From an optimization exercise on the open Yosys and OpenROAD flow, aimed at small area, a short achievable clock period and few clock cycles per item; shortcuts taken in it are not production practice.
At most, simulation tests tie the RTL to the original design; equivalence was not proved.
No activity file was given, so power comes from the tool's default toggle rates.

==> flow/design.v <==
module multicycle_arithmetic(
    input clk, rst, start,
    input [1:0] op,
    input [7:0] a, b,
    output reg done,
    output [15:0] result
);
    reg        busy;
    reg [1:0]  opr;
    reg [1:0]  cnt;
    reg [7:0]  B;
    reg [15:0] W;
    assign result = W;
    wire [1:0] j = (b[7] | b[6]) ? 2'd3 :
                   (b[5] | b[4]) ? 2'd2 :
                   (b[3] | b[2]) ? 2'd1 : 2'd0;
    reg [15:0] a_sh;
    always @* begin
        case (j)
            2'd0: a_sh = {8'b0, a};
            2'd1: a_sh = {6'b0, a, 2'b0};
            2'd2: a_sh = {4'b0, a, 4'b0};
            default: a_sh = {2'b0, a, 6'b0};
        endcase
    end
        wire last   = (cnt == 2'd0);
    wire bz     = (B == 8'd0);
    wire [8:0] as_sum = {1'b0, a} + {1'b0, b ^ {8{op[0]}}} + {8'b0, op[0]};
    wire [15:0] as_res = {{7{op[0] & ~as_sum[8]}}, op[0] ^ as_sum[8], as_sum[7:0]};
    wire [8:0] m1 = {1'b0, W[15:8]} + {1'b0, W[0] ? B : 8'd0};
    wire [8:0] m2 = {1'b0, m1[8:1]} + {1'b0, W[1] ? B : 8'd0};
    wire [15:0] mul_res = {m2, m1[0], W[7:2]};
    wire [8:0] x1 = {W[15:8], W[7]};
    wire [9:0] t1 = {1'b0, x1} - {2'b0, B};
    wire       g1 = ~t1[9];
    wire [7:0] r1 = g1 ? t1[7:0] : x1[7:0];
    wire [8:0] x2 = {r1, W[6]};
    wire [9:0] t2 = {1'b0, x2} - {2'b0, B};
    wire       g2 = ~t2[9];
    wire [7:0] r2 = g2 ? t2[7:0] : x2[7:0];
    wire [15:0] div_res = {last ? {8{bz}} : r2, W[5:0], g1, g2};
    always @(posedge clk or posedge rst) begin
        if (rst) begin
            busy <= 1'b0;
            done <= 1'b0;
        end else begin
            done <= busy ? last : (start & ~op[1]);
            if (busy) begin
                if (last) busy <= 1'b0;
            end else if (start & op[1]) begin
                busy <= 1'b1;
            end
        end
    end
    always @(posedge clk) begin
        if (busy) begin
            cnt <= cnt - 2'd1;
            W <= opr[0] ? div_res : mul_res;
        end else begin
            B   <= b;
            opr <= op;
            if (op == 2'd3) begin
                W   <= a_sh;
                cnt <= 2'd3 - j;
            end else if (op == 2'd2) begin
                W   <= {8'b0, a};
                cnt <= 2'd3;
            end else begin
                W   <= as_res;
                cnt <= 2'd0;
            end
        end
    end
endmodule
export LEC_CHECK = 0
export CAP_MARGIN = 20
export CORE_MARGIN = 2
export CORE_UTILIZATION = 40
export SLEW_MARGIN = 20
create_clock -name core_clock -period 35.0 [get_ports {clk}]
run.sh (not shown) runs the stock make flow with config.mk's settings and CLKGATE_MAP_FILE= SYNTH_SCRIPT=/design/flow/synth_recipe.tcl, a recipe that flattens the netlist after the stock synthesis.
==> next run, changes <==
--- a/flow/design.v
+++ b/flow/design.v
@@ -22,12 +22,14 @@
             2'd2: a_sh = {4'b0, a, 4'b0};
             default: a_sh = {2'b0, a, 6'b0};
         endcase
     end
-        wire last   = (cnt == 2'd0);
+    wire is_mul = (opr == 2'd2);
+    wire is_div = (opr == 2'd3);
+    wire last   = (cnt == 2'd0);
     wire bz     = (B == 8'd0);
-    wire [8:0] as_sum = {1'b0, a} + {1'b0, b ^ {8{op[0]}}} + {8'b0, op[0]};
-    wire [15:0] as_res = {{7{op[0] & ~as_sum[8]}}, op[0] ^ as_sum[8], as_sum[7:0]};
+    wire [8:0] as_sum = {1'b0, W[7:0]} + {1'b0, B ^ {8{opr[0]}}} + {8'b0, opr[0]};
+    wire [15:0] as_res = {{7{opr[0] & ~as_sum[8]}}, opr[0] ^ as_sum[8], as_sum[7:0]};
     wire [8:0] m1 = {1'b0, W[15:8]} + {1'b0, W[0] ? B : 8'd0};
     wire [8:0] m2 = {1'b0, m1[8:1]} + {1'b0, W[1] ? B : 8'd0};
     wire [15:0] mul_res = {m2, m1[0], W[7:2]};
     wire [8:0] x1 = {W[15:8], W[7]};
@@ -43,32 +45,33 @@
         if (rst) begin
             busy <= 1'b0;
             done <= 1'b0;
         end else begin
-            done <= busy ? last : (start & ~op[1]);
+            done <= busy & last;
             if (busy) begin
                 if (last) busy <= 1'b0;
-            end else if (start & op[1]) begin
+            end else if (start) begin
                 busy <= 1'b1;
             end
         end
     end
     always @(posedge clk) begin
         if (busy) begin
             cnt <= cnt - 2'd1;
-            W <= opr[0] ? div_res : mul_res;
+            case (opr)
+                2'd0, 2'd1: W <= as_res;
+                2'd2:       W <= mul_res;
+                default:    W <= div_res;
+            endcase
         end else begin
             B   <= b;
             opr <= op;
             if (op == 2'd3) begin
                 W   <= a_sh;
                 cnt <= 2'd3 - j;
-            end else if (op == 2'd2) begin
+            end else begin
                 W   <= {8'b0, a};
-                cnt <= 2'd3;
-            end else begin
-                W   <= as_res;
-                cnt <= 2'd0;
+                cnt <= op[1] ? 2'd3 : 2'd0;
             end
         end
     end
 endmodule
The changed run passed the timing, design-rule and antenna checks.
Worst setup slack is better by 1600 ps.
Utilization grows by 0.63 points.
Sequential power climbs by a little under a tenth.
Power rose by a few percent.
Count of clock-buffer cells in the layout falls by 2.
Global-route usage went down by 0.78 points.
Wire length came out higher by a few percent.
Design area increases by a few percent.
No functional check of the RTL was part of any run of this note.

multicycle_arithmetic, a different RTL version from the one above (not shown whole).
Size in the first run: roughly 270 cells after synthesis, about 31 flip-flops, roughly 38 I/O pins, about 0.0022 sq mm of cells after synthesis.
==> module multicycle_arithmetic, before the edit <==
module multicycle_arithmetic(
    input clk, rst, start,
    input [1:0] op,
    input [7:0] a, b,
    output reg done,
    output [15:0] result
);
    reg        busy;
    reg [1:0]  opr;
    reg [1:0]  cnt;
    reg [7:0]  Bx;      
    reg [16:0] W;
    assign result = W[15:0];
    function [8:0] rca8(input [7:0] x, input [7:0] y, input ci);
        integer i;
        reg c;
        begin
            c = ci;
            for (i = 0; i < 8; i = i + 1) begin
                rca8[i] = x[i] ^ y[i] ^ c;
                c = (x[i] & y[i]) | (x[i] & c) | (y[i] & c);
            end
            rca8[8] = c;
        end
    endfunction
    wire big = b[7] | b[6];
    wire is_mul = (opr == 2'd2);
    wire is_div = (opr == 2'd3);
    wire inv    = opr[0];           
    wire last   = (cnt == 2'd0);
    wire bz     = &Bx;              
    wire [7:0] y1 = Bx & {8{~is_mul | W[0]}};
    wire [8:0] s1 = rca8(W[15:8], y1, inv);
    wire       g1 = W[16] | s1[8];
    wire [7:0] r1 = g1 ? s1[7:0] : W[15:8];
    wire [7:0] x2 = is_mul ? s1[8:1] : {r1[6:0], W[7]};
    wire [7:0] y2 = Bx & {8{~is_mul | W[1]}};
    wire [8:0] s2 = rca8(x2, y2, ~is_mul);
    wire       g2 = r1[7] | s2[8];
    wire [7:0] r2 = g2 ? s2[7:0] : x2;
    wire [16:0] as_res  = {1'b0, {7{inv & ~s1[8]}}, inv ^ s1[8], s1[7:0]};
    wire [16:0] mul_res = {1'b0, s2, s1[0], W[7:2]};
    wire [16:0] div_res = {last ? {9{bz}} : {r2, W[6]}, W[5:0], g1, g2};
    always @(posedge clk or posedge rst) begin
        if (rst) begin
            busy <= 1'b0;
            done <= 1'b0;
        end else begin
            done <= busy & last;
            if (busy) begin
                if (last) busy <= 1'b0;
            end else if (start) begin
                busy <= 1'b1;
            end
        end
    end
    always @(posedge clk) begin
        Bx  <= b ^ {8{op[0]}};
        opr <= op;
        if (busy) begin
            cnt <= cnt - 2'd1;
            W   <= is_div ? div_res : is_mul ? mul_res : as_res;
        end else begin
            case (op)
                2'd3:    begin W <= big ? {2'b0, a, 7'b0} : {8'b0, a, 1'b0};
                               cnt <= big ? 2'd0 : 2'd3; end
                2'd2:    begin W <= {9'b0, a};           cnt <= 2'd3;     end
                default: begin W <= {1'b0, a, 8'b0};     cnt <= 2'd0;     end
            endcase
        end
    end
endmodule
==> flow/config.mk <==
export PLATFORM = sky130hd
export DESIGN_NAME = multicycle_arithmetic
export DESIGN_NICKNAME = multicycle_arithmetic
export VERILOG_FILES = /design/flow/design.v
export SDC_FILE = /design/flow/constraint.sdc
export NUM_CORES = 4
export LEC_CHECK = 0
export CAP_MARGIN = 20
export CORE_MARGIN = 2
export CORE_UTILIZATION = 65
export SLEW_MARGIN = 20
==> flow/constraint.sdc <==
create_clock -name core_clock -period 35.0 [get_ports {clk}]
set_input_delay 7.0000 -clock core_clock [delete_from_list [all_inputs] [get_ports {clk}]]
set_output_delay 7.0000 -clock core_clock [all_outputs]
set_load 0.01 [all_outputs]
standard.sh (not shown) runs the stock make flow with config.mk's settings and CLKGATE_MAP_FILE= SYNTH_SCRIPT=/design/flow/synth_recipe.tcl, a recipe that flattens the netlist after the stock synthesis.
==> flow/flow/run.sh <==
#!/bin/bash
# The standard ORFS layout (standard.sh) with three changes:
#  - synthesis maps the logic with an area-oriented ABC script
#    (flow/abc_area.script, via flow/synth.tcl);
#  - port buffers are the smallest plain buffer (buf_1) instead of a
#    delay cell;
#  - timing repair keeps 27 ns of setup slack, i.e. aims at an 8 ns
#    period instead of stopping at the 35 ns clock.
# make's output goes to standard.log; ORFS keeps each step's log in orfs/logs.
set -euo pipefail
export FLOW_WORK=$PWD
export MY_ABC_SCRIPT=$PWD/flow/abc_area.script
export BUFFER_PORTS_ARGS="-buffer_cell sky130_fd_sc_hd__buf_1"
export SETUP_SLACK_MARGIN=27
sed "s#SYNTH_SCRIPT=[^ ]*#SYNTH_SCRIPT=$PWD/flow/synth.tcl#" standard.sh > flow_standard.sh
grep -q "SYNTH_SCRIPT=$PWD/flow/synth.tcl" flow_standard.sh
bash flow_standard.sh > standard.log 2>&1
==> flow/flow/abc_area.script <==
&get -n
&st

&dch -f
&nf -R 1000 -F 8 -A 4
&put
mfs2
&get -n
&st
&dch -f
&nf -R 1000 -F 8 -A 4
&put
topo
stime -c
buffer -c
upsize -c
dnsize -c
==> flow/flow/synth.tcl <==
# The standard synthesis (synth_recipe.tcl, which sources ORFS's
# synth.tcl), except that the final ABC technology mapping of the
# combinational logic uses flow/abc_area.script. Registers are mapped
# before ABC runs, so they are the standard synthesis's.
proc abc {args} {
  set i [lsearch -exact $args -script]
  if {$i >= 0} { lset args [expr {$i + 1}] $::env(MY_ABC_SCRIPT) }
  yosys abc {*}$args
}
source $::env(FLOW_WORK)/synth_recipe.tcl
Testbench counts at the start, summed over its fixed seeds: cycles 9,343, items 3,200.
Edit:
--- a/flow/design.v
+++ b/flow/design.v
@@ -23,7 +23,8 @@
             rca8[8] = c;
         end
     endfunction
-    wire big = b[7] | b[6];
+    wire big6 = b[7] | b[6];
+    wire big4 = b[5] | b[4];
     wire is_mul = (opr == 2'd2);
     wire is_div = (opr == 2'd3);
     wire inv    = opr[0];           
@@ -62,8 +63,8 @@
             W   <= is_div ? div_res : is_mul ? mul_res : as_res;
         end else begin
             case (op)
-                2'd3:    begin W <= big ? {2'b0, a, 7'b0} : {8'b0, a, 1'b0};
-                               cnt <= big ? 2'd0 : 2'd3; end
+                2'd3:    begin W <= big6 ? {2'b0, a, 7'b0} : big4 ? {4'b0, a, 5'b0} : {8'b0, a, 1'b0};
+                               cnt <= big6 ? 2'd0 : big4 ? 2'd1 : 2'd3; end
                 2'd2:    begin W <= {9'b0, a};           cnt <= 2'd3;     end
                 default: begin W <= {1'b0, a, 8'b0};     cnt <= 2'd0;     end
             endcase
Outcome: Routed wire length went up by 4.9%; power went up by about 10%; die area went up by 8.8%; combinational power went up by 14%; global-route usage went down by 2.0 points; non-clock buffer count went up by 1; cell area went up by 9.8%.
The RTL of the second run of this note was laid out without a check of its function.

Starting RTL as in the previous note.
Settings: LEC_CHECK=0, CAP_MARGIN=20, CORE_MARGIN=2, CORE_UTILIZATION=40, SLEW_MARGIN=20; clock period 35.0 ns.
==> flow/flow/run.sh <==
#!/bin/bash
# Standard ORFS layout, with the port buffers made from the smallest
# plain buffer instead of the delay cell buffer_ports picks by default.
set -euo pipefail
export BUFFER_PORTS_ARGS="-buffer_cell sky130_fd_sc_hd__buf_1"
bash standard.sh > standard.log 2>&1
The first run completed without violations.
Testbench counts at the start, summed over its fixed seeds: cycles 9,343, items 3,200.
Change:
==> flow/design.v (replaced) <==
module multicycle_arithmetic(
    input clk, rst, start,
    input [1:0] op,
    input [7:0] a, b,
    output reg done,
    output [15:0] result
);
    reg        busy;
    reg [1:0]  opr;
    reg [1:0]  cnt;
    reg [7:0]  B;
    reg [16:0] W;
    assign result = W[15:0];
    function [8:0] rca8(input [7:0] x, input [7:0] y, input ci);
        integer i;
        reg c;
        begin
            c = ci;
            for (i = 0; i < 8; i = i + 1) begin
                rca8[i] = x[i] ^ y[i] ^ c;
                c = (x[i] & y[i]) | (x[i] & c) | (y[i] & c);
            end
            rca8[8] = c;
        end
    endfunction
    wire [1:0] j = (b[7] | b[6]) ? 2'd3 :
                   (b[5] | b[4]) ? 2'd2 :
                   (b[3] | b[2]) ? 2'd1 : 2'd0;
    reg [16:0] div_init;
    always @* begin
        case (j)
            2'd0: div_init = {8'b0, a, 1'b0};
            2'd1: div_init = {6'b0, a, 3'b0};
            2'd2: div_init = {4'b0, a, 5'b0};
            default: div_init = {2'b0, a, 7'b0};
        endcase
    end
    wire is_mul = (opr == 2'd2);
    wire is_div = (opr == 2'd3);
    wire inv    = opr[0];           
    wire last   = (cnt == 2'd0);
    wire bz     = (B == 8'd0);
    wire [7:0] y1 = (B & {8{~is_mul | W[0]}}) ^ {8{inv}};
    wire [8:0] s1 = rca8(W[15:8], y1, inv);
    wire       g1 = W[16] | s1[8];
    wire [7:0] r1 = g1 ? s1[7:0] : W[15:8];
    wire [7:0] x2 = is_mul ? s1[8:1] : {r1[6:0], W[7]};
    wire [7:0] y2 = (B & {8{~is_mul | W[1]}}) ^ {8{~is_mul}};
    wire [8:0] s2 = rca8(x2, y2, ~is_mul);
    wire       g2 = r1[7] | s2[8];
    wire [7:0] r2 = g2 ? s2[7:0] : x2;
    wire [16:0] as_res  = {1'b0, {7{inv & ~s1[8]}}, inv ^ s1[8], s1[7:0]};
    wire [16:0] mul_res = {1'b0, s2, s1[0], W[7:2]};
    wire [16:0] div_res = {last ? {9{bz}} : {r2, W[6]}, W[5:0], g1, g2};
    always @(posedge clk or posedge rst) begin
        if (rst) begin
            busy <= 1'b0;
            done <= 1'b0;
        end else begin
            done <= busy & last;
            if (busy) begin
                if (last) busy <= 1'b0;
            end else if (start) begin
                busy <= 1'b1;
            end
        end
    end
    always @(posedge clk) begin
        B   <= b;
        opr <= op;
        if (busy) begin
            cnt <= cnt - 2'd1;
            W   <= is_div ? div_res : is_mul ? mul_res : as_res;
        end else begin
            case (op)
                2'd3:    begin W <= div_init;            cnt <= 2'd3 - j; end
                2'd2:    begin W <= {9'b0, a};           cnt <= 2'd3;     end
                default: begin W <= {1'b0, a, 8'b0};     cnt <= 2'd0;     end
            endcase
        end
    end
endmodule
After rerunning: The changed run produced a clean layout. Design area is higher by 12%. Sequential share of layout area decreases by 2.8 points. Via count increases by 14%. Total power went down by 1.6%. Global-route usage rises by 0.30 points. Die area rose by 11%. Maximum frequency grows by 1.5%. Routed wire length grows by 20%. Count of clock-buffer cells in the layout went down by 1. Synthesized cell count climbs by 15%.
Function not checked in the second run of this note: the RTL went through the layout flow alone.

-- what the ideal ports hide --
The flow's constraints put no driver on any port. The routed layouts listed below were extracted and timed again, unchanged, in two steps. Step 1 assumes that a clkbuf_16 drives the clock port and a buf_2 every other input. Step 2 also shifts input and output timing later by t, the mid clock arrival at the registers, as if the neighbouring blocks saw the same clock. Slacks: ideal ports / drivers / drivers and shift; pairs: ideal ports / drivers.
| run | t (ns) | setup WS [ns] | hold WS [ns] |
|---|---|---|---|
| the first run of note 1 | 0.310 | 24.741 / 24.744 / 24.433 | 0.473 / 0.473 / 0.473 |
| the second run of note 1 | 0.323 | 26.384 / 26.393 / 26.070 | 0.466 / 0.466 / 0.466 |
| the first run of note 2 | 0.357 | 27.044 / 27.021 / 26.713 | 0.431 / 0.431 / 0.431 |
| the second run of note 2 | 0.343 | 27.049 / 27.026 / 26.780 | 0.443 / 0.443 / 0.443 |
| the first run of note 3 | 0.318 | 26.348 / 26.348 / 26.058 | 0.446 / 0.446 / 0.446 |
| the second run of note 3 | 0.322 | 26.476 / 26.489 / 26.167 | 0.493 / 0.493 / 0.493 |
After both steps setup and hold are still met in every run listed. For the first run of note 2, which loses most, drivers alone change the setup slack by -0.023 ns; drivers and shift together by -0.331 ns.
